From an optimization exercise on the open Yosys and OpenROAD flow, aimed at small area; shortcuts taken in it are not production practice. In this exercise RTL edits were held to simulation tests only and were not proved equivalent to the original.

Setup of run 2:
==> flow/design.v (excerpt) <==
module top(input clk,
           input rst_n,
           input weight_select,
           input [7:0] fmaps_in1,
           input [7:0] fmaps_in2,
           input [7:0] fmaps_in3,
           input [7:0] fmaps_in4,
           input [7:0] fmaps_in5,
           input [7:0] fmaps_in6,
           input [7:0] fmaps_in7,
           input [7:0] weight_in1,
           input [7:0] weight_in2,
           input [7:0] weight_in3,
           input [7:0] weight_in4,
           input [7:0] weight_in5,
           output [1:0] cs,
           output [1:0] we,
           output [4:0] fmaps_addr,
           output [5:0] weight_addr,
           output valid,
           output signed [20:0] acc);
clock: 7.0 ns
lec_check: 0
cap_margin: 20
core_margin: 2
core_utilization: 65
slew_margin: 20
synth_hierarchical: 1
synth_minimum_keep_size: 0
run.sh (not shown) runs the stock make flow with config.mk's settings and CLKGATE_MAP_FILE= SYNTH_SCRIPT=/design/flow/synth_recipe.tcl, a recipe that flattens the netlist after the stock synthesis.
Changes in run 1 relative to run 2:
--- a/flow/design.v
+++ b/flow/design.v
@@ -1115,15 +1115,22 @@
     wire c650;
     fa us649 (.a(c584), .b(s617), .c(c616), .s(s649), .co(c650));
     wire s651;
     wire c652;
     fa us651 (.a(base[16]), .b(c586), .c(c618), .s(s651), .co(c652));
     wire [20:0] ra = {base[20], base[19], base[18], c652, c650, c648, c646, c644, c642, c640, c638, c636, c634, c632, c630, c628, c626, c624, c622, c620, s619};
     wire [20:0] rb = {1'b0, 1'b0, 1'b0, base[17], s651, s649, s647, s645, s643, s641, s639, s637, s635, s633, s631, s629, s627, s625, s623, s621, s527};
-    assign sum = ra + rb;
+    wire [5:0] rc;
+    assign rc[0] = 1'b0;
+    fa ucpa0 (.a(ra[0]), .b(rb[0]), .c(rc[0]), .s(sum[0]), .co(rc[1]));
+    fa ucpa1 (.a(ra[1]), .b(rb[1]), .c(rc[1]), .s(sum[1]), .co(rc[2]));
+    fa ucpa2 (.a(ra[2]), .b(rb[2]), .c(rc[2]), .s(sum[2]), .co(rc[3]));
+    fa ucpa3 (.a(ra[3]), .b(rb[3]), .c(rc[3]), .s(sum[3]), .co(rc[4]));
+    fa ucpa4 (.a(ra[4]), .b(rb[4]), .c(rc[4]), .s(sum[4]), .co(rc[5]));
+    assign sum[20:5] = ra[20:5] + rb[20:5] + rc[5];
 endmodule
 module mac_col2(input [3:0] ex2_one,
     input [3:0] ex2_two,
     input [3:0] ex2_neg,
     input [7:0] W1,
     input [3:0] ew2_one,
     input [3:0] ew2_two,
@@ -2095,15 +2102,22 @@
     wire c574;
     fa us573 (.a(s541), .b(c508), .c(c540), .s(s573), .co(c574));
     wire s575;
     wire c576;
     fa us575 (.a(base[16]), .b(c510), .c(c542), .s(s575), .co(c576));
     wire [20:0] ra = {base[20], base[19], base[18], c576, c574, c572, c570, c568, c566, c564, c562, c560, c558, c556, c554, c552, c550, c548, c546, c544, s543};
     wire [20:0] rb = {1'b0, 1'b0, 1'b0, base[17], s575, s573, s571, s569, s567, s565, s563, s561, s559, s557, s555, s553, s551, s549, s547, s545, s511};
-    assign sum = ra + rb;
+    wire [5:0] rc;
+    assign rc[0] = 1'b0;
+    fa ucpa0 (.a(ra[0]), .b(rb[0]), .c(rc[0]), .s(sum[0]), .co(rc[1]));
+    fa ucpa1 (.a(ra[1]), .b(rb[1]), .c(rc[1]), .s(sum[1]), .co(rc[2]));
+    fa ucpa2 (.a(ra[2]), .b(rb[2]), .c(rc[2]), .s(sum[2]), .co(rc[3]));
+    fa ucpa3 (.a(ra[3]), .b(rb[3]), .c(rc[3]), .s(sum[3]), .co(rc[4]));
+    fa ucpa4 (.a(ra[4]), .b(rb[4]), .c(rc[4]), .s(sum[4]), .co(rc[5]));
+    assign sum[20:5] = ra[20:5] + rb[20:5] + rc[5];
 endmodule
 module mac_col3(input [3:0] ex3_one,
     input [3:0] ex3_two,
     input [3:0] ex3_neg,
     input [7:0] W1,
     input [3:0] ew2_one,
     input [3:0] ew2_two,
@@ -3075,15 +3089,22 @@
     wire c574;
     fa us573 (.a(s541), .b(c508), .c(c540), .s(s573), .co(c574));
     wire s575;
     wire c576;
     fa us575 (.a(base[16]), .b(c510), .c(c542), .s(s575), .co(c576));
     wire [20:0] ra = {base[20], base[19], base[18], c576, c574, c572, c570, c568, c566, c564, c562, c560, c558, c556, c554, c552, c550, c548, c546, c544, s543};
     wire [20:0] rb = {1'b0, 1'b0, 1'b0, base[17], s575, s573, s571, s569, s567, s565, s563, s561, s559, s557, s555, s553, s551, s549, s547, s545, s511};
-    assign sum = ra + rb;
+    wire [5:0] rc;
+    assign rc[0] = 1'b0;
+    fa ucpa0 (.a(ra[0]), .b(rb[0]), .c(rc[0]), .s(sum[0]), .co(rc[1]));
+    fa ucpa1 (.a(ra[1]), .b(rb[1]), .c(rc[1]), .s(sum[1]), .co(rc[2]));
+    fa ucpa2 (.a(ra[2]), .b(rb[2]), .c(rc[2]), .s(sum[2]), .co(rc[3]));
+    fa ucpa3 (.a(ra[3]), .b(rb[3]), .c(rc[3]), .s(sum[3]), .co(rc[4]));
+    fa ucpa4 (.a(ra[4]), .b(rb[4]), .c(rc[4]), .s(sum[4]), .co(rc[5]));
+    assign sum[20:5] = ra[20:5] + rb[20:5] + rc[5];
 endmodule
 module top(input clk,
            input rst_n,
            input weight_select,
            input [7:0] fmaps_in1,
            input [7:0] fmaps_in2,
            input [7:0] fmaps_in3,
==> results.txt <==
Delta (run 1 minus run 2): hold slack shows an increase of 0.038 ns, relative area change from synthesis to final layout shows a reduction of 0.66 points. Run 2 → run 1: count of inserted antenna diode cells rose by 1. Comparing run 2 and run 1, the lower clock skew was measured on run 1.

## separate check: timing with driven ports
No port has a modelled driver above. Below, the same layouts with a new extraction and two added sets of constraints.
Step 1 sets driving cells, clkbuf_16 on the clock port and buf_2 on the other inputs (assumed; they add their load-dependent delay and slew).
Step 2 moves the port delays by t, midway between the first and last clock arrival at a register: inputs arrive t later, outputs are due t later. That takes back most of the time a late clock gives input paths.
Three values: ideal ports, drivers, drivers and shift; two values: the first two.
run | shift t [ns] | slack for setup (ns) | latest minus earliest clock arrival (ns) | pins driven straight from the clock port
run 2 | 0.651 | 0.253 / 0.269 / -0.357 | 0.066 / 0.066 | 1
run 1 | 0.652 | 0.172 / 0.172 / -0.256 | 0.021 / 0.020 | 1
Met with ideal ports but missed after step 2: setup timing in run 2 and run 1. For run 2, which loses most, drivers alone change the setup slack by +0.016 ns; drivers and shift together by -0.610 ns.
